Context: an optimization exercise on an open-source flow, tuned for a short achievable clock period and few clock cycles. The choices shown serve that exercise and are no tape-out recipe. Where RTL was checked, it was by simulation tests only, not by an equivalence proof against the original. No functional check of the RTL was part of run 1. Power and IR drop assume default switching activity.

--- config.mk ---
export PLATFORM = sky130hd
export DESIGN_NAME = CPU
export DESIGN_NICKNAME = CPU
export VERILOG_FILES = /design/flow/design.v
export SDC_FILE = /design/flow/constraint.sdc
export NUM_CORES = 8
export LEC_CHECK = 0
export CAP_MARGIN = 30
export CORE_MARGIN = 2
export CORE_UTILIZATION = 40
export SLEW_MARGIN = 30
--- constraint.sdc ---
create_clock -name core_clock -period 10.0 [get_ports {clk}]
set_input_delay 2.0000 -clock core_clock [delete_from_list [all_inputs] [get_ports {clk}]]
set_output_delay 2.0000 -clock core_clock [all_outputs]
set_load 0.01 [all_outputs]
--- design.v ---
`timescale 1ns / 1ps
module CPU(reset, clk, imem_addr, imem_data, dmem_addr, dmem_wdata, dmem_we, dmem_rdata);
    input reset, clk;
    output [31:0] imem_addr;
    input  [31:0] imem_data;
    output [31:0] dmem_addr, dmem_wdata;
    output dmem_we;
    input  [31:0] dmem_rdata;
    integer i, j;
    genvar g, h;
    reg  [31:0] pc_n;        
    wire [31:0] pc = ~pc_n;
    reg  [31:0] pc_o;        
    reg  [15:0] btb_v;
    reg  [5:0]  btb_tag [0:15];
    reg  [9:0]  btb_tgt [0:15];
    reg  [1:0]  btb_ctr [0:15];
    reg  [1:0]  fo_v;
    reg  [31:2] fo_tag0, fo_tag1, fo_tgt0, fo_tgt1;
    reg         fo_ptr;
    reg         fu_en;
    reg  [31:2] fu_tag, fu_tgt;
    reg         d_v;
    reg         d_fold;      
    reg  [31:0] d_ir;
    reg  [31:0] d_pc4;
    reg  [9:0]  d_pcl;       
    reg         d_pt;        
    reg  [31:2] d_ptgt;      
    reg         d_hit;
    reg  [1:0]  d_ctr;
    reg         d_urs, d_urt, d_cbr;
    reg  [31:0] d_rs_oh, d_rt_oh;    
    reg         d_rs_wb, d_rt_wb;    
    reg         d_fax, d_fam, d_fbx, d_fbm;   
    reg         d_brt;               
    reg         stall;               
    reg         x_v;
    reg  [31:0] x_a, x_b, x_sd;            
    reg  [4:0]  x_rd;                      
    reg         x_ld, x_lb, x_st;
    reg         x_sub, x_uns;
    reg  [3:0]  x_tt;
    reg         x_radd, x_rlog, x_rslt, x_rshl, x_rshr, x_sra;
    reg  [4:0]  x_sh;
    reg         x_beq, x_bne, x_blez, x_bgtz, x_bltz, x_bgez, x_jmp, x_jr;
    reg         x_pt, x_sk;
    reg         x_fold, x_ctl, x_jp;       
    reg  [31:2] x_ptgt;
    reg  [31:0] x_tgt, x_pc4;
    reg         x_hit;
    reg  [1:0]  x_ctr;
    reg  [9:0]  x_pcl;
    reg         x_late;                    
    reg         x_la, x_lbo;               
    reg         m_v;
    reg  [31:0] m_res, m_sd;
    reg  [31:0] m_addr;      
    reg  [4:0]  m_rd;
    reg         m_ld, m_lb, m_st;
    reg         m_late;
    reg         m_nc;                      
    reg         m_beq, m_bne, m_blez, m_bgtz, m_bltz, m_bgez;
    reg         m_pt, m_mpt, m_hit;
    reg         m_eq, m_aneg, m_azero;      
    reg  [1:0]  m_ctr;
    reg  [9:0]  m_pcl;
    reg  [31:0] m_tgt, m_pc4;
    reg  [31:0] w_res;
    reg  [4:0]  w_rd;
    reg  [31:0] rf [1:31];
    reg         u_br, u_taken, u_hit, u_jmp;
    reg  [1:0]  u_ctr;
    reg  [9:0]  u_pcl;
    reg  [9:0]  u_tgt;
    wire [31:0] pc4_f = {pc[31], pc[30:0] + 31'd4};
    wire [3:0]  f_idx = pc[5:2];
    wire [9:0]  f_tl  = btb_tgt[f_idx];
    wire [1:0]  f_ctr = btb_ctr[f_idx];
    wire        f_hit = btb_v[f_idx] && (btb_tag[f_idx] == pc[11:6]);
    wire        f_pt  = f_hit && f_ctr[1];
    wire [31:0] f_tgt = {pc[31:12], f_tl, 2'b00};
    wire        fo_h0  = fo_v[0] && (fo_tag0 == pc[31:2]);
    wire        fo_h1  = fo_v[1] && (fo_tag1 == pc[31:2]);
    wire        f_fold = fo_h0 || fo_h1;
    wire [31:2] fo_t   = fo_h0 ? fo_tgt0 : fo_tgt1;
    wire        f_ptx  = f_pt || f_fold;
    wire [31:2] f_ptgt = f_fold ? fo_t : f_tgt[31:2];
    wire [5:0] f_op  = imem_data[31:26];
    wire [5:0] f_fn  = imem_data[5:0];
    wire       f_isr = (f_op == 6'h00);
    wire       f_shift = f_isr && (f_fn == 6'h00 || f_fn == 6'h02 || f_fn == 6'h03);
    wire       f_jrx = f_isr && (f_fn == 6'h08 || f_fn == 6'h09);
    wire       f_urs = !(f_op == 6'h02 || f_op == 6'h03 || f_op == 6'h0f || f_shift);
    wire       f_urt = (f_isr && !f_jrx) || f_op == 6'h04 || f_op == 6'h05 || f_op == 6'h2b;
    wire       f_cbr = (f_op[5:2] == 4'b0001) || (f_op == 6'h01 && imem_data[20:17] == 4'd0);
    wire [4:0] f_rs  = imem_data[25:21];
    wire [4:0] f_rt  = imem_data[20:16];
    wire       f_immop = (f_op[5:3] == 3'b001) || f_op == 6'h20 || f_op == 6'h23 || f_op == 6'h2b;
    wire       f_link  = (f_op == 6'h03) || (f_isr && f_fn == 6'h09);
    wire       f_brt   = !(f_immop || f_link);
    assign imem_addr = pc_o;
    wire [5:0] op = d_ir[31:26];
    wire [5:0] fn = d_ir[5:0];
    wire [4:0] rs = d_ir[25:21];
    wire [4:0] rt = d_ir[20:16];
    wire [4:0] rdf = d_ir[15:11];
    wire [15:0] imm = d_ir[15:0];
    wire is_r    = (op == 6'h00);
    wire i_sll   = is_r && (fn == 6'h00);
    wire i_srl   = is_r && (fn == 6'h02);
    wire i_sra   = is_r && (fn == 6'h03);
    wire i_jr    = is_r && (fn == 6'h08);
    wire i_jalr  = is_r && (fn == 6'h09);
    wire i_subr  = is_r && (fn == 6'h22 || fn == 6'h23);
    wire i_andr  = is_r && (fn == 6'h24);
    wire i_orr   = is_r && (fn == 6'h25);
    wire i_xorr  = is_r && (fn == 6'h26);
    wire i_norr  = is_r && (fn == 6'h27);
    wire i_sltr  = is_r && (fn == 6'h2a);
    wire i_sltur = is_r && (fn == 6'h2b);
    wire i_j     = (op == 6'h02);
    wire i_jal   = (op == 6'h03);
    wire i_beq   = (op == 6'h04);
    wire i_bne   = (op == 6'h05);
    wire i_blez  = (op == 6'h06);
    wire i_bgtz  = (op == 6'h07);
    wire i_bltz  = (op == 6'h01) && (rt == 5'd0);
    wire i_bgez  = (op == 6'h01) && (rt == 5'd1);
    wire i_addi  = (op == 6'h08) || (op == 6'h09);
    wire i_slti  = (op == 6'h0a);
    wire i_sltiu = (op == 6'h0b);
    wire i_andi  = (op == 6'h0c);
    wire i_ori   = (op == 6'h0d);
    wire i_xori  = (op == 6'h0e);
    wire i_lui   = (op == 6'h0f);
    wire i_lw    = (op == 6'h23);
    wire i_lb    = (op == 6'h20);
    wire i_sw    = (op == 6'h2b);
    wire i_shift = i_sll || i_srl || i_sra;
    wire i_cbr   = i_beq || i_bne || i_blez || i_bgtz || i_bltz || i_bgez;
    wire i_link  = i_jal || i_jalr;
    wire i_ld    = i_lw || i_lb;
    wire i_immop = i_addi || i_slti || i_sltiu || i_andi || i_ori || i_xori || i_lui || i_ld || i_sw;
    wire [4:0] dest = i_link ? 5'd31 :
                      (is_r && !i_jr) ? rdf :
                      (i_addi || i_slti || i_sltiu || i_andi || i_ori || i_xori || i_lui || i_ld) ? rt :
                      5'd0;
    wire [31:0] rs_rd, rt_rd;
    generate
        for (g = 0; g < 32; g = g + 1) begin : rd
            wire [31:1] col;
            for (h = 1; h < 32; h = h + 1) begin : c
                assign col[h] = rf[h][g];
            end
            assign rs_rd[g] = |(d_rs_oh[31:1] & col);
            assign rt_rd[g] = |(d_rt_oh[31:1] & col);
        end
    endgenerate
    wire [31:0] rs_val = rs_rd | ({32{d_rs_wb}} & w_res);
    wire [31:0] rt_val = rt_rd | ({32{d_rt_wb}} & w_res);
    wire x_ldv  = x_v && x_ld && (x_rd != 5'd0);
    wire dep_rs = d_urs && (rs == x_rd);
    wire dep_rt = d_urt && (rt == x_rd);
    wire ld_dep = d_v && x_ldv && (dep_rs || dep_rt);
    wire late   = ld_dep && d_cbr;
    wire id_ldd = d_v && i_ld && (rt != 5'd0);
    wire stall_next = !stall && !kill_d && id_ldd && !f_cbr &&
                      ((f_urs && (f_rs == rt)) || (f_urt && (f_rt == rt)));
    wire xw = x_v && (x_rd != 5'd0);
    wire mw = m_v && (m_rd != 5'd0);
    wire fa_x = x_v && d_fax;
    wire fa_m = m_v && d_fam && !fa_x;
    wire fb_x = x_v && d_fbx;
    wire fb_m = m_v && d_fbm && !fb_x;
    wire b_rt = !(i_immop || i_link);
    wire [31:0] imm_s = {{16{imm[15]}}, imm};
    wire [31:0] imm_v = i_lui ? {imm, 16'd0} :
                        (i_andi || i_ori || i_xori) ? {16'd0, imm} :
                        imm_s;
    wire [31:0] b_imm = i_link ? d_pc4 : imm_v;
    wire [31:0] br_tgt = d_pc4 + {imm_s[29:0], 2'b00};
    wire [31:0] j_tgt  = {d_pc4[31:28], d_ir[25:0], 2'b00};
    wire [31:0] tgt    = (i_j || i_jal) ? j_tgt : br_tgt;
    wire [3:0] tt = (i_andr || i_andi) ? 4'b1000 :
                    (i_orr  || i_ori)  ? 4'b1110 :
                    (i_xorr || i_xori) ? 4'b0110 :
                    i_norr             ? 4'b0001 :
                                         4'b1010;    
    wire [31:0] ea = x_a;
    wire [31:0] eb = x_b;
    wire [31:0] ebx = eb ^ {32{x_sub}};
    wire [33:0] sum34 = {1'b0, ea, 1'b1} + {1'b0, ebx, x_sub};
    wire [31:0] sum = sum34[32:1];
    wire        cout = sum34[33];
    wire        lt = x_uns ? !cout : ((ea[31] ^ eb[31]) ? ea[31] : sum[31]);
    wire [31:0] logic_r;
    generate
        for (g = 0; g < 32; g = g + 1) begin : lu
            assign logic_r[g] = x_tt[{ea[g], eb[g]}];
        end
    endgenerate
    wire [31:0] shl = eb << x_sh;
    wire [31:0] shr = (eb >> x_sh) | ({32{x_sra & eb[31]}} & ~(32'hffffffff >> x_sh));
    wire [31:0] res = ({32{x_radd}} & sum) | ({32{x_rlog}} & logic_r) |
                      ({32{x_rshl}} & shl) | ({32{x_rshr}} & shr) |
                      {31'd0, x_rslt & lt};
    wire a_neg  = ea[31];
    wire a_zero = (ea == 32'd0);
    wire eq     = (ea == eb);
    wire taken_x = (x_beq && eq) || (x_bne && !eq) || (x_blez && (a_neg || a_zero)) ||
                   (x_bgtz && !a_neg && !a_zero) || (x_bltz && a_neg) || (x_bgez && !a_neg) || x_jmp;
    wire taken_m = (m_beq && m_eq) || (m_bne && !m_eq) || (m_blez && (m_aneg || m_azero)) ||
                   (m_bgtz && !m_aneg && !m_azero) || (m_bltz && m_aneg) || (m_bgez && !m_aneg);
    wire ml      = m_v && m_late;
    wire mr_t    = ml && m_mpt;
    wire mr_n    = ml && m_pt;
    wire x_mpt   = !(x_pt && ({x_ptgt, 2'b00} == x_tgt));
    wire skip_x  = x_sk && !d_pt;
    wire xe      = x_v && !x_late;                   
    wire xr_t    = xe && x_mpt && !skip_x;
    wire xk_t    = xe && (x_mpt || skip_x);          
    wire xr_n    = xe && (x_jr || (x_pt && !(x_fold && !x_ctl)));
    wire [31:0] x_rpcn = x_jr ? ea : x_pc4;
    wire redir_m = taken_m ? mr_t : mr_n;
    wire kill_x  = redir_m;                          
    wire redir_x = !kill_x && (taken_x ? xr_t : xr_n);
    wire redirect = redir_m || redir_x;
    wire kill_d  = redirect || (!kill_x && taken_x && xk_t);
    wire s_mt = taken_m && mr_t;
    wire s_mn = !taken_m && mr_n;
    wire s_xt = !kill_x && taken_x && xr_t;
    wire s_xn = !kill_x && !taken_x && xr_n;
    wire [31:0] pc_if = stall ? pc : f_ptx ? {f_ptgt, 2'b00} : pc4_f;
    wire [31:0] pc_next = ({32{s_mt}} & m_tgt) | ({32{s_mn}} & m_pc4) |
                          ({32{s_xt}} & x_tgt) | ({32{s_xn}} & x_rpcn) |
                          ({32{!redirect}} & pc_if);
    wire x_isbr = x_beq || x_bne || x_blez || x_bgtz || x_bltz || x_bgez;
    wire [7:0] ld_byte = (m_res[1:0] == 2'd0) ? dmem_rdata[7:0] :
                         (m_res[1:0] == 2'd1) ? dmem_rdata[15:8] :
                         (m_res[1:0] == 2'd2) ? dmem_rdata[23:16] :
                                                dmem_rdata[31:24];
    wire [31:0] ld_val = m_lb ? {24'd0, ld_byte} : dmem_rdata;
    wire [31:0] mem_val = m_ld ? ld_val : m_res;
    wire [31:0] la_a = x_la ? mem_val : ea;
    wire [31:0] la_b = x_lbo ? mem_val : eb;
    wire fa_d = !fa_x && !fa_m;
    wire fb_d = !fb_x && !fb_m;
    wire [31:0] a_next  = ({32{fa_x}} & res) | ({32{fa_m}} & mem_val) | ({32{fa_d}} & rs_val);
    wire [31:0] b_next  = ({32{d_brt && fb_x}} & res) | ({32{d_brt && fb_m}} & mem_val) |
                          ({32{d_brt && fb_d}} & rt_val) | ({32{!d_brt}} & b_imm);
    wire [31:0] sd_next = ({32{fb_x}} & res) | ({32{fb_m}} & mem_val) | ({32{fb_d}} & rt_val);
    assign dmem_addr  = m_addr;
    assign dmem_wdata = m_sd;
    assign dmem_we    = m_st;
    always @(posedge clk)
        if (reset) begin
            pc_n <= ~32'h00400000;
            pc_o <= 32'h00400000;
        end else begin
            pc_n <= ~pc_next;
            pc_o <= pc_next;
        end
    always @(posedge clk)
        m_addr <= res;
    always @(posedge clk or posedge reset)
        if (reset)
            d_v <= 1'b0;
        else if (redirect)
            d_v <= 1'b0;
        else if (!stall)
            d_v <= 1'b1;
    always @(posedge clk)
        if (!stall) begin
            d_ir   <= imem_data;
            d_pc4  <= pc4_f;
            d_pcl  <= pc[11:2];
            d_pt   <= f_ptx;
            d_ptgt <= f_ptgt;
            d_fold <= f_fold;
            d_hit  <= f_hit;
            d_ctr  <= f_ctr;
            d_urs  <= f_urs;
            d_urt  <= f_urt;
            d_cbr  <= f_cbr;
        end
    wire [4:0] nw_rd  = m_v ? m_rd : 5'd0;
    wire [4:0] rs_n   = stall ? rs : f_rs;
    wire [4:0] rt_n   = stall ? rt : f_rt;
    wire       rs_wbn = (rs_n != 5'd0) && (rs_n == nw_rd);
    wire       rt_wbn = (rt_n != 5'd0) && (rt_n == nw_rd);
    always @(posedge clk) begin
        d_rs_oh <= rs_wbn ? 32'd0 : (32'd1 << rs_n);
        d_rt_oh <= rt_wbn ? 32'd0 : (32'd1 << rt_n);
        d_rs_wb <= rs_wbn;
        d_rt_wb <= rt_wbn;
        d_fax <= !stall && (dest != 5'd0) && (dest == f_rs);
        d_fbx <= !stall && (dest != 5'd0) && (dest == f_rt);
        d_fam <= (x_rd != 5'd0) && (x_rd == rs_n);
        d_fbm <= (x_rd != 5'd0) && (x_rd == rt_n);
        d_brt <= stall ? b_rt : f_brt;
    end
    always @(posedge clk or posedge reset)
        if (reset)
            stall <= 1'b0;
        else
            stall <= stall_next;
    always @(posedge clk or posedge reset)
        if (reset)
            x_v <= 1'b0;
        else
            x_v <= d_v && !stall && !kill_d;
    always @(posedge clk) begin
        x_rd   <= dest;
        x_ld   <= i_ld;
        x_st   <= i_sw;
        x_beq  <= i_beq;
        x_bne  <= i_bne;
        x_blez <= i_blez;
        x_bgtz <= i_bgtz;
        x_bltz <= i_bltz;
        x_bgez <= i_bgez;
        x_jmp  <= i_j || i_jal;
        x_jr   <= i_jr || i_jalr;
        x_pt   <= d_pt;
        x_fold <= d_fold;
        x_ctl  <= i_cbr || i_j || i_jal || i_jr || i_jalr;
        x_jp   <= i_j;
        x_sk   <= i_cbr && (imm == 16'd1) && !d_pt;
        x_late <= late;
        x_la   <= dep_rs;
        x_lbo  <= dep_rt;
        x_a    <= a_next;
        x_b    <= b_next;
        x_sd   <= sd_next;
        x_lb   <= i_lb;
        x_sub  <= i_subr || i_sltr || i_sltur || i_slti || i_sltiu;
        x_uns  <= i_sltur || i_sltiu;
        x_tt   <= tt;
        x_radd <= !(i_andr || i_orr || i_xorr || i_norr || i_andi || i_ori || i_xori || i_lui || i_link ||
                    i_sltr || i_sltur || i_slti || i_sltiu || i_shift);
        x_rlog <= i_andr || i_orr || i_xorr || i_norr || i_andi || i_ori || i_xori || i_lui || i_link;
        x_rslt <= i_sltr || i_sltur || i_slti || i_sltiu;
        x_rshl <= i_sll;
        x_rshr <= i_srl || i_sra;
        x_sra  <= i_sra;
        x_sh   <= d_ir[10:6];
        x_ptgt <= d_ptgt;
        x_tgt  <= tgt;
        x_pc4  <= d_pc4;
        x_hit  <= d_hit;
        x_ctr  <= d_ctr;
        x_pcl  <= d_pcl;
    end
    always @(posedge clk or posedge reset)
        if (reset) begin
            m_v  <= 1'b0;
            m_st <= 1'b0;
            m_res <= 32'd0;
        end else begin
            m_res <= res;
            m_v  <= x_v && !kill_x;
            m_st <= x_v && x_st && !kill_x;
        end
    always @(posedge clk) begin
        m_rd   <= x_rd;
        m_ld   <= x_ld;
        m_sd   <= x_sd;
        m_lb   <= x_lb;
        m_late <= x_late;
        m_beq  <= x_late && x_beq;
        m_bne  <= x_late && x_bne;
        m_blez <= x_late && x_blez;
        m_bgtz <= x_late && x_bgtz;
        m_bltz <= x_late && x_bltz;
        m_bgez <= x_late && x_bgez;
        m_pt   <= x_pt;
        m_eq   <= (la_a == la_b);
        m_aneg <= la_a[31];
        m_azero <= (la_a == 32'd0);
        m_mpt  <= x_mpt;
        m_tgt  <= x_tgt;
        m_pc4  <= x_pc4;
        m_nc   <= !x_ctl;
        m_hit  <= x_hit;
        m_ctr  <= x_ctr;
        m_pcl  <= x_pcl;
    end
    always @(posedge clk or posedge reset)
        if (reset)
            w_rd <= 5'd0;
        else
            w_rd <= m_v ? m_rd : 5'd0;
    always @(posedge clk)
        w_res <= mem_val;
    always @(posedge clk or posedge reset)
        if (reset) begin
            for (i = 1; i < 32; i = i + 1)
                rf[i] <= 32'd0;
        end else if (w_rd != 5'd0)
            rf[w_rd] <= w_res;
    always @(posedge clk or posedge reset)
        if (reset)
            u_br <= 1'b0;
        else
            u_br <= ml || (xe && !kill_x && (x_isbr || x_jmp));
    always @(posedge clk) begin
        u_taken <= ml ? taken_m : taken_x;
        u_jmp   <= !ml && x_jmp;
        u_hit   <= ml ? m_hit : x_hit;
        u_ctr   <= ml ? m_ctr : x_ctr;
        u_pcl   <= ml ? m_pcl : x_pcl;
        u_tgt   <= ml ? m_tgt[11:2] : x_tgt[11:2];
    end
    wire       u_en  = u_br && (u_hit || u_taken);
    wire [1:0] u_new = u_jmp ? 2'd3 :
                       !u_hit ? 2'd2 :
                       u_taken ? ((u_ctr == 2'd3) ? 2'd3 : u_ctr + 2'd1) :
                                 ((u_ctr == 2'd0) ? 2'd0 : u_ctr - 2'd1);
    always @(posedge clk or posedge reset)
        if (reset)
            fu_en <= 1'b0;
        else
            fu_en <= xe && !kill_x && x_jp && m_v && m_nc && (m_pc4[31:2] + 30'd1 == x_pc4[31:2]);
    always @(posedge clk) begin
        fu_tag <= m_pc4[31:2] - 30'd1;
        fu_tgt <= x_tgt[31:2];
    end
    always @(posedge clk or posedge reset)
        if (reset) begin
            fo_v   <= 2'b00;
            fo_ptr <= 1'b0;
        end else if (fu_en) begin
            fo_v[fo_ptr] <= 1'b1;
            fo_ptr <= !fo_ptr;
        end
    always @(posedge clk)
        if (fu_en) begin
            if (fo_ptr) begin
                fo_tag1 <= fu_tag;
                fo_tgt1 <= fu_tgt;
            end else begin
                fo_tag0 <= fu_tag;
                fo_tgt0 <= fu_tgt;
            end
        end
    always @(posedge clk or posedge reset)
        if (reset)
            btb_v <= 16'd0;
        else if (u_en)
            btb_v[u_pcl[3:0]] <= 1'b1;
    always @(posedge clk)
        if (u_en) begin
            btb_tag[u_pcl[3:0]] <= u_pcl[9:4];
            btb_tgt[u_pcl[3:0]] <= u_tgt;
            btb_ctr[u_pcl[3:0]] <= u_new;
        end
endmodule
--- flow/run.sh ---
#!/bin/bash
# The standard layout (standard.sh), with these changes to how it is made:
#  - synthesis: the standard flow's own script (synth_recipe.tcl), except that abc maps with flow/abc.script
#    (a delay-driven "map -D"), and ADDER_MAP_FILE is emptied so adders are left to abc as plain
#    logic rather than full/half adder cells. Registers and their names are unchanged.
#  - the port buffers are buf_4 cells (buffer_ports -buffer_cell), not the library's smallest buffer.
#  - repair_timing aims for a setup slack margin larger than the design's clock period
#    leaves (flow/margin.txt, in ns), so it keeps shortening paths.
# Each tool's full output: make's in standard_flow.log, ORFS's per-step logs under orfs/logs/.
set -euo pipefail
W=$(pwd)
export MY_FLOW_DIR=$W/flow
MARGIN=$(cat flow/margin.txt)
sed 's#log_cmd abc {\*}$abc_args#set abc_args [lreplace $abc_args 1 1 $::env(MY_FLOW_DIR)/abc.script]\n  log_cmd abc {*}$abc_args#' \
    "$FLOW_HOME/scripts/synth.tcl" > "$W/synth_orfs.tcl"
grep -q 'MY_FLOW_DIR)/abc.script' "$W/synth_orfs.tcl"
sed "s#source \$::env(SCRIPTS_DIR)/synth.tcl#source $W/synth_orfs.tcl#" synth_recipe.tcl > "$W/my_synth.tcl"
grep -q "source $W/synth_orfs.tcl" "$W/my_synth.tcl"
bash standard.sh ADDER_MAP_FILE= SYNTH_SCRIPT="$W/my_synth.tcl" SETUP_SLACK_MARGIN=$MARGIN \
    BUFFER_PORTS_ARGS="-buffer_cell sky130_fd_sc_hd__buf_4" finish > standard_flow.log 2>&1
--- flow/abc.script ---
strash
dch -f
map -D 500
topo
buffer -c
upsize -D 500
dnsize -D 500
stime -p
--- flow/margin.txt ---
6.5
--- standard.sh ---
#!/bin/bash
# synth_recipe.tcl (not shown) runs the flow's synth.tcl, then flattens the netlist and writes it again
# the make line also repeats each setting of config.mk as NAME=value (left out here)
make -C /OpenROAD-flow-scripts/flow DESIGN_CONFIG=/design/flow/config.mk WORK_HOME=/design/flow/orfs CLKGATE_MAP_FILE= SYNTH_SCRIPT=/design/flow/synth_recipe.tcl "${@:-finish}"
==> results of run 1 <==
## power by group through the flow
stage	clock [mW]	combinational, mW	sequential, mW
after floorplan	0	2.28	10.8
after global placement	0	3.98	11.3
after detailed placement	0	4.03	11.3
after CTS	9.28	4.14	11.1
after global routing	9.64	4.61	11.3
final	9.24	4.39	11.2
## routing by layer
layer  wire length (um)  vias to the layer above  global-route usage [%]
met5                276                        -                   0.201
met2             213000                     7633                    54.0
met4              42000                       26                    25.6
met3              66800                     1699                    11.9
met1             196000                    49200                    49.3
li1                   -                    42400                       -
## through the flow
stage                     utilization (%)  hold slack [ns]  instances  power [mW]  setup WS (ns)
final                                46.4            0.284      15600        24.8           6.39
after global routing                 46.4            0.302      15600        25.5           6.43
after CTS                            46.0            0.302      15500        24.6           6.45
after detailed placement             42.4            0.315      15000        15.3           5.41
after global placement               42.3            0.311      15000        15.2           4.29
after floorplan                         -            0.310      12000        13.1           4.32
## path summary, 6_finish.rpt
path / endpoint / slack [ns] / depth (start not counted)
setup / recovery: x_sd[17] / 6.39 / 11
max in group asynchronous: rf[27][15] / 6.70 / 6
hold reg to reg: m_sd[12] / 0.28 / 0
min in group asynchronous: m_st / 1.24 / 2
hold / removal: m_sd[12] / 0.28 / 0
setup reg to reg: x_sd[17] / 6.39 / 11
## Yosys cell counts (all sizes together) (7+ instances only)
master,instances
o2111ai,107
a211oi,17
nand2,2329
o21ai,1666
clkinv,19
a221oi,92
nand3b,17
o21bai,34
dfrtp,1055
dfxtp,625
xnor2,53
nor2,955
o2bb2ai,19
a2111oi,56
or2,45
nor4,76
nand4,290
a21boi,17
clkbuf,699
a21oi,430
a31o,7
a22o,22
o221ai,77
o2111a,16
mux2i,11
o211ai,126
a41oi,12
a22oi,728
nand3,326
o41ai,11
nor3,84
o21a,20
buf,123
o31ai,7
o211a,13
inv,823
a31oi,77
a21o,23
edfxtp,520
xor2,109
o22ai,216
## cell usage in the layout, fill, tap and decap left out, drive strengths merged, types with 107 or more instances in the layout
cell / n
nand2: 2329
o21ai: 1666
dfrtp: 1055
nor2: 955
inv: 820
a22oi: 728
dfxtp: 625
buf: 543
edfxtp: 520
a21oi: 430
clkbuf: 337
nand3: 326
nand4: 290
o22ai: 216
o211ai: 126
xor2: 109
o2111ai: 107
## critical path, stage by stage (launching register included)
cell,delay [ns]
dfxtp_1,0.52
buf_4,0.38
inv_1,0.14
buf_4,0.33
o21ai_0,0.14
a2111oi_1,0.44
nand4_1,0.47
nor2_1,0.22
o21ai_0,0.20
a22oi_1,0.25
o21ai_0,0.15
buf_4,0.15
## area by class of cell
type                       instances  area share [%]
sequential                      2200            45.9
multi-input combinational       8131            36.8
clock buffer                     330            5.67
timing repair buffer             551            4.07
tap                             3384            3.55
inverter                         842            2.73
clock inverter                   110            1.23
antenna                           34          0.0714
## logic make-up (layout without fill, tap and decap cells)
| group | Yosys count | in the layout | synth area share (%) |
|---|---|---|---|
| compound gates | 3811 | 3812 | 22.9 |
| mux | 11 | 11 | 0.106 |
| flops | 2200 | 2200 | 52.7 |
| other cells | 0 | 34 | 0 |
| xor+xnor | 162 | 162 | 1.37 |
| buf+inv | 1664 | 1833 | 6.18 |
| simple gates | 4146 | 4146 | 16.7 |
## repair_timing
item	4_1_cts	5_1_grt
setup endpoints to repair	319	486
buffers inserted	26	19
gates cloned	1	5
gates resized for setup	219	133
pin swaps	12	14
==> metrics.md, run 1 <==
| Metric | Value |
|---|---|
| Status | no timing/DRC/antenna violations |
| Max Clk Rate | 0.277 GHz |
| Sw power | slightly above 8 mW |
| Kind of critical path | flip-flop to flip-flop |
| Hold path startpoint | x_sd[12] |
| Finished Cell Area | between 0.1 and 0.15 sq mm |
| YS warnings | 2 |
| Lkg Pwr | between 40 and 50 nW |
| H-tree level count | 4 |
| CTS tree | built |
| Launch point of the worst reg-to-reg path | d_rt_oh[13] |
| I/O pin cnt | 163 |
| Total wire length | a little over 500000 um |
| Initial Util | 40.3% |
| Final ANT Viol Nets | 0 |
| Combinational fraction of design power | between 10% and 20% |
| FFs w/ async S/R, synth | ~48% |
| Pre-antenna DRT Iters | 9 |
| Fin crit period | around 3.6 ns |
| Area growth syn-to-layout | 15.2% |
| Hold_buf cts | 0 |
| Clk sinks | 2200 |
| Placed inst area | approximately 0.11 sq mm |
| Max FFs per register | about 990 |
| Initial detailed-routing violation count | 16800 |
| Final hold violation count | 0 |
| CP Capture Type | flip-flop |
| Global route overflow | 0 |
| First-pass GRT wire length | 716000 um |
| Total die area | around 0.26 sq mm |
| Largest net degree at the start of global routing | around 170 |
| Post-Syn Area | approximately 0.10 sq mm |
| Worst Tran Pin Value | about 1.1 ns |
| RePlAce Congestion | 1.06 |
| MaxCap Viol Count | 0 |
| Critical path launch point | d_rt_oh[13] |
| Largest Register | rf |
| Row Count | between 150 and 200 |
| Min-delay worst type | flip-flop to flip-flop |
| Post-route clock skew | roughly 0.14 ns |
| Sw Ratio | between 30% and 40% |
| Via-per-instance ratio | 6.48 |
| Worst-Skew Late Latency | 0.98 ns |
| Clock buffer depth | 3 |
| Req. time, crit path | ~11 ns |
| Final Setup Violations | 0 |
| Overall Global Routing Usage | a little under two fifths |
| Sequential area share after synthesis | between 50% and 60% |
| Core area | 0.257 sq mm |
| Die Y | 513 um |
| Vias in the first global route | roughly 94000 |
| Worst Setup Start Kind | flip-flop |
| Fillers | roughly 25000 |
| Routed len/inst | about 33 um |
| Max Fanout on Critical Path | 13 |
| Number of synthesized flops with an enable pin | 520 |
| CTS Root Cell | clkbuf_16 |
| Initial antenna violation count | 38 |
| Final Net Count | between 10000 and 15000 |
| CTS buffer count | between 200 and 250 |
| Unique masters post-synth | between 70 and 80 |
| Flops & latches, synth | 2200 |
| CP arrival | between 4 and 5 ns |
| Clk pwr share | a little under two fifths |
| Power Dens Cells | around 210 mW/mm^2 |
| Area occupied by multi-input gates | around 0.044 sq mm |
| Max-slew violations | 0 |
| VDD IR-drop max | 0.209 mV |
| Setup Total Neg Slack | 0 ns |
| I/O Buffers | 162 |
| Dominant cell type by area after synthesis | dfrtp_1 |
| Primary FF master, synth | dfrtp_1 |
| Chip Width | 513 um |
| RSZ-0062 raised after global routing | yes |
| Register share of total power | 45.1% |
| Layout cell share with drive strength beyond 1 | 10.9% |
| Vias | 101000 |
| DP Wirelength | between 300000 and 400000 um |
| CTS clk-pin slew, worst paths | about 0.060 ns |
| Average size of a mapped cell | between 8 and 9 sq um |
| Post-Syn Instances | between 10000 and 15000 |
| Relative slew slack | roughly 27% |
| Yosys top cell area share | about 26% |
| Crit share post-route | 36.1% |
| DRC Markers | 0 |
| Syn Nets | approximately 12000 |
| Register Area | ~0.055 sq mm |
| Internal | 16.6 mW |
| Synth top area cells | dfrtp_1 (26%), edfxtp_1 (15%), dfxtp_1 (12%), nand2_1 (8.4%), o21ai_0 (7.8%) |
==> run 2, diff against run 1 <==
--- a/design.v
+++ b/design.v
@@ -33,6 +33,7 @@
     reg  [31:0] d_rs_oh, d_rt_oh;    
     reg         d_rs_wb, d_rt_wb;    
-    reg         d_fax, d_fam, d_fbx, d_fbm;   
-    reg         d_brt;               
+    reg         d_sax, d_sam, d_sad;
+    reg         d_sbx, d_sbm, d_sbd, d_sbi;
+    reg         d_ssx, d_ssm, d_ssd;
     reg         stall;               
     reg         x_v;
@@ -170,8 +171,4 @@
     wire xw = x_v && (x_rd != 5'd0);
     wire mw = m_v && (m_rd != 5'd0);
-    wire fa_x = x_v && d_fax;
-    wire fa_m = m_v && d_fam && !fa_x;
-    wire fb_x = x_v && d_fbx;
-    wire fb_m = m_v && d_fbm && !fb_x;
     wire b_rt = !(i_immop || i_link);
     wire [31:0] imm_s = {{16{imm[15]}}, imm};
@@ -183,4 +180,5 @@
     wire [31:0] j_tgt  = {d_pc4[31:28], d_ir[25:0], 2'b00};
     wire [31:0] tgt    = (i_j || i_jal) ? j_tgt : br_tgt;
+    wire sub_n = i_subr || i_sltr || i_sltur || i_slti || i_sltiu;
     wire [3:0] tt = (i_andr || i_andi) ? 4'b1000 :
                     (i_orr  || i_ori)  ? 4'b1110 :
@@ -189,10 +187,10 @@
                                          4'b1010;    
     wire [31:0] ea = x_a;
-    wire [31:0] eb = x_b;
-    wire [31:0] ebx = eb ^ {32{x_sub}};
+    wire [31:0] eb = x_b;              
+    wire [31:0] ebx = x_b;             
     wire [33:0] sum34 = {1'b0, ea, 1'b1} + {1'b0, ebx, x_sub};
     wire [31:0] sum = sum34[32:1];
     wire        cout = sum34[33];
-    wire        lt = x_uns ? !cout : ((ea[31] ^ eb[31]) ? ea[31] : sum[31]);
+    wire        lt = x_uns ? !cout : ((ea[31] ^ !ebx[31]) ? ea[31] : sum[31]);
     wire [31:0] logic_r;
     generate
@@ -245,10 +243,8 @@
     wire [31:0] la_a = x_la ? mem_val : ea;
     wire [31:0] la_b = x_lbo ? mem_val : eb;
-    wire fa_d = !fa_x && !fa_m;
-    wire fb_d = !fb_x && !fb_m;
-    wire [31:0] a_next  = ({32{fa_x}} & res) | ({32{fa_m}} & mem_val) | ({32{fa_d}} & rs_val);
-    wire [31:0] b_next  = ({32{d_brt && fb_x}} & res) | ({32{d_brt && fb_m}} & mem_val) |
-                          ({32{d_brt && fb_d}} & rt_val) | ({32{!d_brt}} & b_imm);
-    wire [31:0] sd_next = ({32{fb_x}} & res) | ({32{fb_m}} & mem_val) | ({32{fb_d}} & rt_val);
+    wire [31:0] a_next  = ({32{d_sax}} & res) | ({32{d_sam}} & mem_val) | ({32{d_sad}} & rs_val);
+    wire [31:0] b_next  = ({32{d_sbx}} & res) | ({32{d_sbm}} & mem_val) |
+                          ({32{d_sbd}} & rt_val) | ({32{d_sbi}} & b_imm);
+    wire [31:0] sd_next = ({32{d_ssx}} & res) | ({32{d_ssm}} & mem_val) | ({32{d_ssd}} & rt_val);
     assign dmem_addr  = m_addr;
     assign dmem_wdata = m_sd;
@@ -290,4 +286,11 @@
     wire       rs_wbn = (rs_n != 5'd0) && (rs_n == nw_rd);
     wire       rt_wbn = (rt_n != 5'd0) && (rt_n == nw_rd);
+    wire       id_go  = d_v && !stall && !kill_d;
+    wire       ex_go  = x_v && !kill_x;
+    wire       nfax   = id_go && (dest != 5'd0) && (dest == f_rs);
+    wire       nfbx   = id_go && (dest != 5'd0) && (dest == f_rt);
+    wire       nfam   = ex_go && (x_rd != 5'd0) && (x_rd == rs_n) && !nfax;
+    wire       nfbm   = ex_go && (x_rd != 5'd0) && (x_rd == rt_n) && !nfbx;
+    wire       nbrt   = stall ? b_rt : f_brt;
     always @(posedge clk) begin
         d_rs_oh <= rs_wbn ? 32'd0 : (32'd1 << rs_n);
@@ -295,9 +298,14 @@
         d_rs_wb <= rs_wbn;
         d_rt_wb <= rt_wbn;
-        d_fax <= !stall && (dest != 5'd0) && (dest == f_rs);
-        d_fbx <= !stall && (dest != 5'd0) && (dest == f_rt);
-        d_fam <= (x_rd != 5'd0) && (x_rd == rs_n);
-        d_fbm <= (x_rd != 5'd0) && (x_rd == rt_n);
-        d_brt <= stall ? b_rt : f_brt;
+        d_sax <= nfax;
+        d_sam <= nfam;
+        d_sad <= !nfax && !nfam;
+        d_sbx <= nbrt && nfbx;
+        d_sbm <= nbrt && nfbm;
+        d_sbd <= nbrt && !nfbx && !nfbm;
+        d_sbi <= !nbrt;
+        d_ssx <= nfbx;
+        d_ssm <= nfbm;
+        d_ssd <= !nfbx && !nfbm;
     end
     always @(posedge clk or posedge reset)
@@ -332,8 +340,8 @@
         x_lbo  <= dep_rt;
         x_a    <= a_next;
-        x_b    <= b_next;
+        x_b    <= b_next ^ {32{sub_n}};
         x_sd   <= sd_next;
         x_lb   <= i_lb;
-        x_sub  <= i_subr || i_sltr || i_sltur || i_slti || i_sltiu;
+        x_sub  <= sub_n;
         x_uns  <= i_sltur || i_sltiu;
         x_tt   <= tt;
==> flow/margin.txt (replaced) <==
7.0
==> metrics.md, run 2 <==
| Metric | Value |
|---|---|
| Area growth syn-to-layout | 21.0% |
| RePlAce Congestion | around 1.1 |
| MaxCap Viol Count | 0 |
| WP depth | 1 |
| Hold Slack | between 0.3 and 0.4 ns |
| Setup Total Neg Slack | 0 ns |
| Flops & latches, synth | roughly 2200 |
| Top-count cell post-synth | nand2_1 |
| Placed Cells incl. Taps | between 10000 and 15000 |
| YS warnings | 2 |
| Max Fanout on Critical Path | 1 |
| Req. time, crit path | 8.00 ns |
| Largest stage delay, worst path | between 0.4 and 0.5 ns |
| CP Capture Type | output port |
| WP buf/inv | 1 |
| Final ANT Viol Nets | 0 |
| DP Wirelength | about 340000 um |
| Post-route clock skew | between 0.09 and 0.1 ns |
| R2R depth | 9 |
| Layout Cells excl Fill | 15700 |
| Critical path launch point | m_st |
| Synth top area cells | dfrtp_1 (26%), edfxtp_1 (15%), dfxtp_1 (12%), nand2_1 (8.5%), o21ai_0 (8.0%) |
| Lkg Pwr | just under 50 nW |
| Largest Register | rf |
| Max FFs per register | 992 |
| CP arrival | between 1.5 and 2 ns |
| CTS tree | built |
| FFs w/ async S/R, synth | 47.8% |
| Post-Syn Area | 0.103 sq mm |
| Final Setup Violations | 0 |
| Sequential area share after synthesis | a little over half |
| Crit-path leading delay family | flip-flops |
| Final hold violation count | 0 |
| CTS buffer count | roughly 230 |
| Core area | approximately 0.26 sq mm |
| VDD IR-drop max | 0.181 mV |
| Hold_buf cts | 0 |
| Max-slew violations | 0 |
| CTS Root Cell | clkbuf_16 |
| Post-Syn Instances | 11900 |
| Clk sinks | 2205 |
| Layout cell share with drive strength beyond 1 | roughly 17% |
| I/O pin cnt | roughly 160 |
| Fillers | around 24000 |
| Most frequent cells in the layout | nand2_1 (2255), o21ai_0 (1501), dfrtp_1 (1053) |
| Average size of a mapped cell | just under 9 sq um |
| Worst Tran Pin Value | about 1.1 ns |
| Max Clk Rate | 0.285 GHz |
| Flop2flop setup slack | slightly below 7 ns |
| Largest net degree at the start of global routing | 183 |
| Power Dens Cells | 196 mW/mm^2 |
| Row Count | between 150 and 200 |
| Via-per-instance ratio | 6.39 |
| Final Net Count | ~12000 |
| Initial Util | 40.1% |
| Routed len/inst | between 30 and 40 um |
| Chip Width | around 510 um |
| Fin crit period | about 3.5 ns |
| DRC Markers | 0 |
| Number of synthesized flops with an enable pin | 520 |
| Clock buffer depth | 3 |
| Total wire length | approximately 520000 um |
| Launch point of the worst reg-to-reg path | x_tt[2] |
| Relative slew slack | a little over a quarter |
| Critical path endpoint | dmem_we |
| Most common cell after layout, fill and taps aside | nand2_1 |
| Crit share post-route | between 30% and 40% |
| Final Core Density | approximately 49% |
| Initial antenna violation count | 48 |
| First-pass GRT wire length | roughly 710000 um |
| H-tree level count | 4 |
| Kind of critical path | flip-flop to output port |
| Pre-antenna DRT Iters | 10 |
| Dominant cell type by area after synthesis | dfrtp_1 |
| Yosys top cell area share | 25.7% |
| RSZ-0062 raised after global routing | yes |
| Worst-Skew Late Latency | roughly 0.96 ns |
| Initial detailed-routing violation count | around 16000 |
| Min-delay worst type | flip-flop to flip-flop |
| Crit-path cells | buf_6 |
| Total die area | roughly 0.26 sq mm |
| Worst Setup Start Kind | flip-flop |
| Vias in the first global route | slightly above 90000 |
| Vias | slightly above 100k |
| Reg2reg end | x_b[27] |
| Global route overflow | 0 |
| Primary FF master, synth | dfrtp_1 |
| Unique masters post-synth | 89 |
| Die Y | between 500 and 600 um |
| I/O Buffers | roughly 160 |
| CP max stage cell | dfrtp_2 |
| Top post-synthesis cells by count | nand2_1 (2344), o21ai_0 (1648), dfrtp_1 (1055) |
| Status | no timing/DRC/antenna violations |
| Syn Nets | roughly 12000 |
| CTS clk-pin slew, worst paths | around 0.06 ns |
| Overall Global Routing Usage | 37.8% |
run 2: changes by cell type after synthesis, moves of 21 or more:
cell / delta
a221oi_1: +72
a22oi_1: -98
clkbuf_1: -43
nand3_1: -27
nand4_1: -40
nor2_1: -34
nor3_1: +35
nor4_1: +21
o2111ai_1: -64
o211ai_1: -37
o21ai_0: +34
o21ai_1: -28
o22ai_1: +23
run 2: metrics by stage:
step	power (mW)	worst slack [ns]	instance area (sq um)
finish	24.4	6.49	125000
global route	25.1	6.47	124000
CTS	23.9	6.45	121000
detailed placement	14.6	5.16	108000
global placement	14.5	5.10	108000
floorplan	12.6	4.31	103000
run 2: per-layer routing:
| metal | track usage, % | vias to the layer above | part of all wire (%) |
|---|---|---|---|
| li1 | - | 42300 | - |
| met1 | 49.3 | 49100 | 38 |
| met2 | 54.6 | 7388 | 42 |
| met3 | 10.6 | 1728 | 12 |
| met4 | 25.5 | 24 | 8.2 |
| met5 | 0 | - | 0.064 |
run 2: worst min path at each step:
stage / end / slack (ns) / cells past startpoint / start
floorplan: m_lb / 0.31 / 0 / x_lb
finish: m_sd[14] / 0.30 / 0 / x_sd[14]
CTS: m_sd[14] / 0.31 / 0 / x_sd[14]
global route: m_sd[14] / 0.32 / 0 / x_sd[14]
detailed placement: m_sd[2] / 0.31 / 0 / x_sd[2]
global placement: m_sd[31] / 0.31 / 0 / x_sd[31]
run 2: cell families after synthesis:
family	after synthesis	share of synthesized area, %
compound gates	3661	21.9
xor+xnor	187	1.60
fa+ha+maj	6	0.0584
buf+inv	1664	6.29
flops	2205	53.1
mux	11	0.107
simple gates	4153	17.0
run 2: area by class of cell:
class	instances	area [sq um]	share of cell area (%)
Antenna cell	24	60.1	0.0482
Clock buffer	328	6690	5.37
Multi-Input combinational cell	8031	45900	36.9
Sequential cell	2205	55000	44.1
Timing Repair inverter	7	53.8	0.0432
Timing Repair Buffer	771	7800	6.27
Inverter	873	3570	2.87
Tap cell	3384	4230	3.40
Clock inverter	106	1220	0.982
run 2: report_power, final:
part	switching [mW]	total (mW)	internal (mW)
combinational	3.12	4.53	1.41
sequential	0.858	10.9	10.0
clock	3.94	8.99	5.05
total	7.92	24.4	16.5
run 2: repair_timing:
| item | in CTS | in global routing |
|---|---|---|
| gates cloned | 23 | 26 |
| resized for setup | 887 | 529 |
| pin swaps | 76 | 134 |
| setup endpoints to repair | 953 | 387 |
| buffers inserted | 132 | 144 |
Testbench counts of run 2, summed over its fixed seeds: cycles 338,621.
==> run 3, diff against run 2 <==
--- a/flow/run.sh
+++ b/flow/run.sh
@@ -5,4 +5,7 @@
 #    logic rather than full/half adder cells. Registers and their names are unchanged.
 #  - the port buffers are buf_4 cells (buffer_ports -buffer_cell), not the library's smallest buffer.
+#  - after detailed placement, each register that drives an output port (through the port's
+#    buffer only) is moved next to that buffer, and the placement legalized again
+#    (flow/place_out_flops.tcl, an ORFS POST_DETAIL_PLACE hook).
 #  - repair_timing aims for a setup slack margin larger than the design's clock period
 #    leaves (flow/margin.txt, in ns), so it keeps shortening paths.
@@ -18,3 +21,4 @@
 grep -q "source $W/synth_orfs.tcl" "$W/my_synth.tcl"
 bash standard.sh ADDER_MAP_FILE= SYNTH_SCRIPT="$W/my_synth.tcl" SETUP_SLACK_MARGIN=$MARGIN \
-    BUFFER_PORTS_ARGS="-buffer_cell sky130_fd_sc_hd__buf_4" finish > standard_flow.log 2>&1
+    BUFFER_PORTS_ARGS="-buffer_cell sky130_fd_sc_hd__buf_4" \
+    POST_DETAIL_PLACE_TCL="$W/flow/place_out_flops.tcl" finish > standard_flow.log 2>&1
==> flow/place_out_flops.tcl (new file) <==
# Move each register that drives an output port (through the port's buffer, and nothing
# else) next to that buffer, then legalize the placement again.
set block [ord::get_db_block]
set moved 0
foreach bterm [$block getBTerms] {
  if {[$bterm getIoType] != "OUTPUT"} { continue }
  set net [$bterm getNet]
  if {$net == "NULL"} { continue }
  set buf ""
  foreach it [$net getITerms] {
    if {[$it isOutputSignal]} { set buf [$it getInst] }
  }
  if {$buf == ""} { continue }
  set in_it ""
  foreach it [$buf getITerms] {
    if {[$it isInputSignal]} { set in_it $it }
  }
  if {$in_it == ""} { continue }
  set n2 [$in_it getNet]
  if {$n2 == "NULL"} { continue }
  set ff ""
  set nload 0
  foreach it [$n2 getITerms] {
    if {[$it isOutputSignal]} { set ff [$it getInst] } else { incr nload }
  }
  if {$ff == "" || $nload != 1} { continue }
  if {![string match "*__df*" [[$ff getMaster] getName]]} { continue }
  lassign [$buf getLocation] x y
  $ff setLocation $x $y
  incr moved
}
puts "place_out_flops: moved $moved registers next to their output buffers"
detailed_placement
optimize_mirroring
puts "place_out_flops: placement violations [check_placement -verbose]"
estimate_parasitics -placement
==> metrics.md, run 3 <==
| Metric | Value |
|---|---|
| Initial detailed-routing violation count | roughly 16000 |
| CP Capture Type | output port |
| Die Y | roughly 510 um |
| Max Clk Rate | around 0.29 GHz |
| Hold Slack | about 0.32 ns |
| VDD IR-drop max | between 0.1 and 0.15 mV |
| Number of synthesized flops with an enable pin | 520 |
| DRC Markers | 0 |
| Dominant cell type by area after synthesis | dfrtp_1 |
| Min-delay worst type | flip-flop to flip-flop |
| Primary FF master, synth | dfrtp_1 |
| Yosys top cell area share | roughly a quarter |
| Pre-antenna DRT Iters | 9 |
| Max FFs per register | 992 |
| H-tree level count | 4 |
| Post-route clock skew | 0.0953 ns |
| Crit-path cells | buf_6 |
| Via-per-instance ratio | roughly 6.4 |
| Max Fanout on Critical Path | 1 |
| CTS tree | built |
| Total die area | ~0.26 sq mm |
| Crit-path leading delay family | flip-flops |
| Lkg Pwr | approximately 50 nW |
| YS warnings | 2 |
| RePlAce Congestion | between 1 and 1.5 |
| Kind of critical path | flip-flop to output port |
| Largest stage delay, worst path | approximately 0.38 ns |
| Finished Cell Area | between 0.1 and 0.15 sq mm |
| CTS buffer count | 243 |
| Final Setup Violations | 0 |
| MaxCap Viol Count | 0 |
| Worst Tran Pin Value | 1.06 ns |
| Most common cell after layout, fill and taps aside | nand2_1 |
| Syn Nets | approximately 12000 |
| Unique masters post-synth | between 80 and 90 |
| Synth top area cells | dfrtp_1 (26%), edfxtp_1 (15%), dfxtp_1 (12%), nand2_1 (8.5%), o21ai_0 (8.0%) |
| Average size of a mapped cell | just under 9 sq um |
| Worst Setup Start Kind | flip-flop |
| CTS Root Cell | clkbuf_16 |
| Top-count cell post-synth | nand2_1 |
| Setup Total Neg Slack | 0 ns |
| Vias in the first global route | around 94000 |
| Crit share post-route | approximately 34% |
| Chip Width | between 500 and 600 um |
| Final hold violation count | 0 |
| I/O pin cnt | around 160 |
| Power Dens Cells | 197 mW/mm^2 |
| Final ANT Viol Nets | 0 |
| Overall Global Routing Usage | 38.2% |
| Max-slew violations | 0 |
| Vias | approximately 100k |
| Largest net degree at the start of global routing | 183 |
| Largest Register | rf |
| Initial antenna violation count | 45 |
| CP arrival | between 1 and 1.5 ns |
| Worst setup margin | 6.60 ns |
| Fin crit period | roughly 3.4 ns |
| Req. time, crit path | around 8 ns |
| Routed len/inst | 33.1 um |
| Clk sinks | about 2200 |
| Post-Syn Instances | roughly 12000 |
| Sequential area share after synthesis | ~53% |
| First-pass GRT wire length | between 700000 and 800000 um |
| Post-Syn Area | about 0.10 sq mm |
| Area growth syn-to-layout | 22.0% |
| Final Net Count | between 10000 and 15000 |
| Pre-CTS setup slack | ~5.2 ns |
| Flops & latches, synth | between 2000 and 2500 |
| Clock buffer depth | 4 |
| Top post-synthesis cells by count | nand2_1 (2344), o21ai_0 (1648), dfrtp_1 (1055) |
| Status | no timing/DRC/antenna violations |
| Initial Util | around two fifths |
| RSZ-0062 raised after global routing | yes |
| Row Count | between 150 and 200 |
| FFs w/ async S/R, synth | between 40% and 50% |
| Core area | approximately 0.26 sq mm |
| CP max stage cell | dfrtp_1 |
| Most frequent cells in the layout | nand2_1 (2252), o21ai_0 (1501), dfrtp_1 (1054) |
| Layout Cells excl Fill | between 15000 and 20000 |
| Placed inst area | between 0.1 and 0.15 sq mm |
| DP Wirelength | approximately 340000 um |
| Placed Cells incl. Taps | 14900 |
| Worst-Skew Late Latency | roughly 0.95 ns |
| Layout cell share with drive strength beyond 1 | about 18% |
| CTS clk-pin slew, worst paths | 0.06 ns |
| WP buf/inv | 1 |
| Total wire length | 521000 um |
| I/O Buffers | 162 |
| Relative slew slack | about 28% |
| Global route overflow | 0 |
## run 3: cell counts after synthesis
No cell type changed its count.
## run 3: power breakdown
group,leakage [nW],switching (mW),internal [mW]
combinational,21.1,3.17,1.44
sequential,24.8,0.846,10.0
clock,4.00,3.86,5.44
## run 3: cell families (layout without fill, tap and decap cells)
group	after synthesis	count (layout)	share of synthesized area, %
simple gates	4153	4167	17.0
compound gates	3661	3662	21.9
flops	2205	2205	53.1
buf+inv	1664	2099	6.29
xor+xnor	187	187	1.60
mux	11	11	0.107
fa+ha+maj	6	6	0.0584
other cells	0	22	0
## run 3: cell type report
cell class,count,area (sq um)
Fill cell,23900,131000
Sequential cell,2205,54900
Multi-Input combinational cell,8033,46600
Timing Repair Buffer,781,7990
Clock buffer,343,7080
Tap cell,3384,4230
Inverter,873,3570
Clock inverter,95,1060
Antenna cell,22,55.1
Timing Repair inverter,7,48.8
## run 3: timing repair
| item | in CTS | in global routing |
|---|---|---|
| gates resized for setup | 1005 | 549 |
| endpoints found under the setup margin | 956 | 368 |
| hold buffers | 0 | 0 |
| cloned | 35 | 12 |
| pin swaps | 116 | 161 |
| setup buffers | 179 | 111 |
## run 3: routing by layer
| metal | GRT usage, % | up-vias | share of wire (%) |
|---|---|---|---|
| met2 | 55.1 | 7217 | 42 |
| met1 | 50.1 | 49300 | 38 |
| met4 | 26.3 | 20 | 8.3 |
| li1 | - | 42300 | - |
| met5 | 0 | - | 0.031 |
| met3 | 9.91 | 1687 | 12 |
## run 3: final timing paths
kind                                from    endpoint  slack [ns]  cells past startpoint
worst max-delay path                m_st     dmem_we        6.60                      1
worst min-delay path            d_pcl[0]    x_pcl[0]        0.32                      0
worst max register to register   pc_n[3]    pc_o[17]        6.87                     18
worst min register to register  d_pcl[0]    x_pcl[0]        0.32                      0
max in group asynchronous          reset   rf[4][13]        7.07                      4
min in group asynchronous          reset  rf[18][14]        1.59                      2
## run 3: metrics by stage
stage / utilization [%] / power (mW)
6_report: 49.0 / 24.8
5_1_grt: 48.9 / 25.4
3_5_place_dp: 42.1 / 14.6
4_1_cts: 47.6 / 24.4
3_3_place_gp: 42.0 / 14.5
2_1_floorplan: - / 12.6
==> run 4, diff against run 3 <==
--- a/design.v
+++ b/design.v
@@ -33,7 +33,7 @@
     reg  [31:0] d_rs_oh, d_rt_oh;    
     reg         d_rs_wb, d_rt_wb;    
-    reg         d_sax, d_sam, d_sad;
-    reg         d_sbx, d_sbm, d_sbd, d_sbi;
-    reg         d_ssx, d_ssm, d_ssd;
+    reg         d_sax, d_sae, d_sam, d_sad;   
+    reg         d_sbx, d_sbe, d_sbm, d_sbd, d_sbi;
+    reg         d_ssx, d_sse, d_ssm, d_ssd;
     reg         stall;               
     reg         x_v;
@@ -41,4 +41,5 @@
     reg  [4:0]  x_rd;                      
     reg         x_ld, x_lb, x_st;
+    reg         x_early;                   
     reg         x_sub, x_uns;
     reg  [3:0]  x_tt;
@@ -58,4 +59,6 @@
     reg  [31:0] m_res, m_sd;
     reg  [31:0] m_addr;      
+    reg  [1:0]  a_bsel;      
+    reg         a_lb;
     reg  [4:0]  m_rd;
     reg         m_ld, m_lb, m_st;
@@ -161,10 +164,12 @@
     wire [31:0] rs_val = rs_rd | ({32{d_rs_wb}} & w_res);
     wire [31:0] rt_val = rt_rd | ({32{d_rt_wb}} & w_res);
-    wire x_ldv  = x_v && x_ld && (x_rd != 5'd0);
+    wire x_ldv  = x_v && x_ld && !x_early && (x_rd != 5'd0);
     wire dep_rs = d_urs && (rs == x_rd);
     wire dep_rt = d_urt && (rt == x_rd);
     wire ld_dep = d_v && x_ldv && (dep_rs || dep_rt);
     wire late   = ld_dep && d_cbr;
-    wire id_ldd = d_v && i_ld && (rt != 5'd0);
+    wire x_memu   = x_v && ((x_ld && !x_early) || x_st);
+    wire early_ok = i_ld && (imm == 16'd0) && !x_memu;
+    wire id_ldd = d_v && i_ld && !early_ok && (rt != 5'd0);
     wire stall_next = !stall && !kill_d && id_ldd && !f_cbr &&
                       ((f_urs && (f_rs == rt)) || (f_urt && (f_rt == rt)));
@@ -235,16 +240,18 @@
                           ({32{!redirect}} & pc_if);
     wire x_isbr = x_beq || x_bne || x_blez || x_bgtz || x_bltz || x_bgez;
-    wire [7:0] ld_byte = (m_res[1:0] == 2'd0) ? dmem_rdata[7:0] :
-                         (m_res[1:0] == 2'd1) ? dmem_rdata[15:8] :
-                         (m_res[1:0] == 2'd2) ? dmem_rdata[23:16] :
-                                                dmem_rdata[31:24];
-    wire [31:0] ld_val = m_lb ? {24'd0, ld_byte} : dmem_rdata;
+    wire [7:0] ld_byte = (a_bsel == 2'd0) ? dmem_rdata[7:0] :
+                         (a_bsel == 2'd1) ? dmem_rdata[15:8] :
+                         (a_bsel == 2'd2) ? dmem_rdata[23:16] :
+                                            dmem_rdata[31:24];
+    wire [31:0] ld_val = a_lb ? {24'd0, ld_byte} : dmem_rdata;
     wire [31:0] mem_val = m_ld ? ld_val : m_res;
     wire [31:0] la_a = x_la ? mem_val : ea;
     wire [31:0] la_b = x_lbo ? mem_val : eb;
-    wire [31:0] a_next  = ({32{d_sax}} & res) | ({32{d_sam}} & mem_val) | ({32{d_sad}} & rs_val);
-    wire [31:0] b_next  = ({32{d_sbx}} & res) | ({32{d_sbm}} & mem_val) |
+    wire [31:0] a_next  = ({32{d_sax}} & res) | ({32{d_sae}} & ld_val) | ({32{d_sam}} & mem_val) |
+                          ({32{d_sad}} & rs_val);
+    wire [31:0] b_next  = ({32{d_sbx}} & res) | ({32{d_sbe}} & ld_val) | ({32{d_sbm}} & mem_val) |
                           ({32{d_sbd}} & rt_val) | ({32{d_sbi}} & b_imm);
-    wire [31:0] sd_next = ({32{d_ssx}} & res) | ({32{d_ssm}} & mem_val) | ({32{d_ssd}} & rt_val);
+    wire [31:0] sd_next = ({32{d_ssx}} & res) | ({32{d_sse}} & ld_val) | ({32{d_ssm}} & mem_val) |
+                          ({32{d_ssd}} & rt_val);
     assign dmem_addr  = m_addr;
     assign dmem_wdata = m_sd;
@@ -258,6 +265,9 @@
             pc_o <= pc_next;
         end
-    always @(posedge clk)
-        m_addr <= res;
+    always @(posedge clk) begin
+        m_addr <= early_ok ? a_next : res;
+        a_bsel <= early_ok ? a_next[1:0] : res[1:0];
+        a_lb   <= early_ok ? i_lb : x_lb;
+    end
     always @(posedge clk or posedge reset)
         if (reset)
@@ -298,12 +308,15 @@
         d_rs_wb <= rs_wbn;
         d_rt_wb <= rt_wbn;
-        d_sax <= nfax;
+        d_sax <= nfax && !early_ok;
+        d_sae <= nfax && early_ok;
         d_sam <= nfam;
         d_sad <= !nfax && !nfam;
-        d_sbx <= nbrt && nfbx;
+        d_sbx <= nbrt && nfbx && !early_ok;
+        d_sbe <= nbrt && nfbx && early_ok;
         d_sbm <= nbrt && nfbm;
         d_sbd <= nbrt && !nfbx && !nfbm;
         d_sbi <= !nbrt;
-        d_ssx <= nfbx;
+        d_ssx <= nfbx && !early_ok;
+        d_sse <= nfbx && early_ok;
         d_ssm <= nfbm;
         d_ssd <= !nfbx && !nfbm;
@@ -343,4 +356,5 @@
         x_sd   <= sd_next;
         x_lb   <= i_lb;
+        x_early <= early_ok;
         x_sub  <= sub_n;
         x_uns  <= i_sltur || i_sltiu;
@@ -367,5 +381,5 @@
             m_res <= 32'd0;
         end else begin
-            m_res <= res;
+            m_res <= x_early ? ld_val : res;
             m_v  <= x_v && !kill_x;
             m_st <= x_v && x_st && !kill_x;
@@ -373,5 +387,5 @@
     always @(posedge clk) begin
         m_rd   <= x_rd;
-        m_ld   <= x_ld;
+        m_ld   <= x_ld && !x_early;
         m_sd   <= x_sd;
         m_lb   <= x_lb;
==> metrics.md, run 4 <==
| Metric | Value |
|---|---|
| Final ANT Viol Nets | 0 |
| Top post-synthesis cells by count | nand2_1 (2390), o21ai_0 (1663), dfrtp_1 (1055) |
| Initial Util | around two fifths |
| Largest net degree at the start of global routing | around 140 |
| Status | no timing/DRC/antenna violations |
| Clk pwr share | around 37% |
| DP Wirelength | approximately 340000 um |
| CTS tree | built |
| Fin crit period | roughly 3.4 ns |
| Worst Setup Start Kind | flip-flop |
| Routed len/inst | approximately 32 um |
| Via-per-instance ratio | 6.38 |
| Total wire length | between 500000 and 600000 um |
| I/O Buffers | 162 |
| Kind of critical path | flip-flop to output port |
| WP buf/inv | 1 |
| Synth top area cells | dfrtp_1 (25%), edfxtp_1 (15%), dfxtp_1 (12%), nand2_1 (8.7%), o21ai_0 (8.0%) |
| R2R depth | 16 |
| YS warnings | 2 |
| CP arrival | 1.42 ns |
| Largest Register | rf |
| Power, Total | 25.3 mW |
| Initial antenna violation count | between 40 and 50 |
| Sw Ratio | ~32% |
| Crit-path cells | buf_6 |
| MaxCap Viol Count | 0 |
| Hold path depth | 0 |
| FFs w/ async S/R, synth | 47.8% |
| Primary FF master, synth | dfrtp_1 |
| Vias | just over 100k |
| Clock buffer depth | 4 |
| DRC Markers | 0 |
| Hold path startpoint | x_sd[4] |
| Reg2reg end | pc_o[20] |
| Global route overflow | 0 |
| Final Setup Violations | 0 |
| Chip Width | ~500 um |
| Worst Tran Pin Value | around 1.2 ns |
| Relative slew slack | roughly a fifth |
| CTS clk-pin slew, worst paths | about 0.06 ns |
| First-pass GRT wire length | roughly 700000 um |
| CP max stage cell | dfxtp_4 |
| Final hold violation count | 0 |
| Worst-Skew Late Latency | 0.96 ns |
| Crit-path leading delay family | flip-flops |
| CTS buffer count | around 240 |
| Core area | about 0.26 sq mm |
| Hold Crit Endpoint | m_sd[4] |
| Pre-antenna DRT Iters | 9 |
| Req. time, crit path | roughly 8.0 ns |
| Average size of a mapped cell | 8.57 sq um |
| Most common cell after layout, fill and taps aside | nand2_1 |
| Syn Nets | 12200 |
| Clk sinks | ~2200 |
| Setup Total Neg Slack | 0 ns |
| Hold_buf cts | 0 |
| H-tree level count | 4 |
| RSZ-0062 raised after global routing | yes |
| Area growth syn-to-layout | 23.0% |
| Flops & latches, synth | approximately 2200 |
| Row Count | 186 |
| Max FFs per register | approximately 1000 |
| Crit share post-route | between 30% and 40% |
| Overall Global Routing Usage | a little under two fifths |
| Yosys top cell area share | 25.5% |
| Unique masters post-synth | 79 |
| Register share of total power | 43.8% |
| Max Fanout on Critical Path | 2 |
| Power Dens Cells | around 200 mW/mm^2 |
| Post-route clock skew | 0.0880 ns |
| Post-Syn Instances | between 10000 and 15000 |
| Post-Syn Area | 0.104 sq mm |
| Total die area | 0.263 sq mm |
| Sequential area share after synthesis | 52.8% |
| CTS Root Cell | clkbuf_16 |
| Largest stage delay, worst path | approximately 0.42 ns |
| Min-delay worst type | flip-flop to flip-flop |
| Sw power | around 8.1 mW |
| Lkg Pwr | roughly 51 nW |
| VDD IR-drop max | between 0.1 and 0.15 mV |
| Max Clk Rate | roughly 0.29 GHz |
| Max-slew violations | 0 |
| Layout cell share with drive strength beyond 1 | a little under a fifth |
| Fillers | 23900 |
| Internal | between 15 and 20 mW |
| Flop2flop setup slack | about 6.6 ns |
| Most frequent cells in the layout | nand2_1 (2304), o21ai_0 (1460), dfrtp_1 (1054) |
| Top-count cell post-synth | nand2_1 |
| Final Net Count | approximately 12000 |
| Vias in the first global route | around 94000 |
| RePlAce Congestion | 1.03 |
| Combinational fraction of design power | about a fifth |
| Initial detailed-routing violation count | around 15000 |
| Launch point of the worst reg-to-reg path | x_a[29] |
| I/O pin cnt | ~160 |
| Number of synthesized flops with an enable pin | 520 |
| CP Capture Type | output port |
| Die Y | 513 um |
| Dominant cell type by area after synthesis | dfrtp_1 |
run 4: worst max-delay path by stage:
stage | start | endpoint | slack, ns | cells past startpoint
2_1_floorplan | reset | btb_v[0] | 4.40 | 2
3_3_place_gp | pc_n[2] | pc_n[11] | 4.86 | 12
3_5_place_dp | x_b[28] | d_sbd | 4.91 | 11
4_1_cts | a_bsel[0] | dmem_addr[0] | 6.55 | 1
5_1_grt | a_bsel[0] | dmem_addr[0] | 6.57 | 1
6_report | a_bsel[0] | dmem_addr[0] | 6.58 | 1
run 4: routing by layer:
metal  part of all wire (%)  vias up  GRT usage [%]
met5                  0.019        -              0
met4                    7.9       16           23.7
met3                     12     1562           8.69
met2                     42     7309           53.7
met1                     39    49900           49.9
li1                       -    43200              -
run 4: layout make-up:
class                   count  area, sq um  area share [%]
flip-flops and latches   2209        55100            43.2
multi-input cells        8195        47500            37.3
repair buffers            836         8680            6.81
clock buffers             345         7170            5.63
well taps                3384         4230            3.32
inverters                 886         3580            2.81
clock inverters            98         1060           0.832
repair inverters            6         78.8          0.0619
diodes                     23         57.6          0.0452
run 4: power groups by stage:
stage	clock, mW	combinational (mW)	sequential, mW
final	9.35	4.86	11.1
after global routing	9.76	5.11	11.2
after CTS	9.41	4.36	11.0
after detailed placement	0	3.76	11.2
after global placement	0	3.73	11.2
after floorplan	0	2.18	10.8
run 4: metrics by stage:
step	area [sq um]	hold WS (ns)	worst slack, ns	utilization, %	std cells
after global placement	109000	0.315	4.86	42.2	15100
after CTS	123000	0.312	6.55	47.8	15700
after global routing	127000	0.320	6.57	49.5	16000
final	127000	0.320	6.58	49.5	16000
after detailed placement	109000	0.312	4.91	42.2	15100
after floorplan	104000	0.310	4.40	-	12100
run 4: cells by family after synthesis:
group	count (synthesis)	synth area share (%)
AO/OA/AOI/OAI	3756	22.4
XOR/XNOR	153	1.29
flip-flops	2209	52.8
buffers and inverters	1685	6.17
AND/OR/NAND/NOR	4266	17.2
multiplexers	11	0.106
adder cells (fa/ha/maj)	4	0.0387
run 4: what timing repair did:
item | 4_1_cts | 5_1_grt
endpoints found under the setup margin | 1218 | 535
buffers inserted | 175 | 184
pin swaps | 119 | 228
gates resized for setup | 1098 | 685
gates cloned | 23 | 21
run 4: worst reg2reg max path: cells and delay by family (launching register included):
kind | cells | cell delay, ns
flip-flops | 1 | 0.38
AND/OR/NAND/NOR | 7 | 1.28
buffers and inverters | 6 | 0.86
AO/OA/AOI/OAI | 3 | 0.73
Testbench counts of run 4, summed over its fixed seeds: cycles 321,947.

[re-timing with driven ports]
How much do the figures lean on ideal ports? The routed layouts below were timed once more, with nothing changed but the port constraints.
Step 1 assumes that a clkbuf_16 drives the clock port and a buf_2 every other input.
Step 2 moves the port delays by t, midway between the first and last clock arrival at a register: inputs arrive t later, outputs are due t later. That takes back most of the time a late clock gives input paths.
Three values: ideal ports, drivers, drivers and shift; two values: the first two.
run | t (ns) | slack for setup (ns) | worst setup path at the end | clock arrival spread, ns
run 1 | 0.998 | 6.385 / 6.372 / 5.558 | input to register | 0.159 / 0.158
run 2 | 1.015 | 6.490 / 6.387 / 5.888 | input to register | 0.095 / 0.096
run 3 | 1.012 | 6.600 / 6.493 / 5.842 | input to register | 0.096 / 0.097
run 4 | 1.008 | 6.577 / 6.480 / 5.737 | input to register | 0.093 / 0.092
After both steps every run listed still meets setup and hold. The setup slack of run 4, which loses most, moves by -0.097 ns with the drivers and by -0.840 ns with both steps.
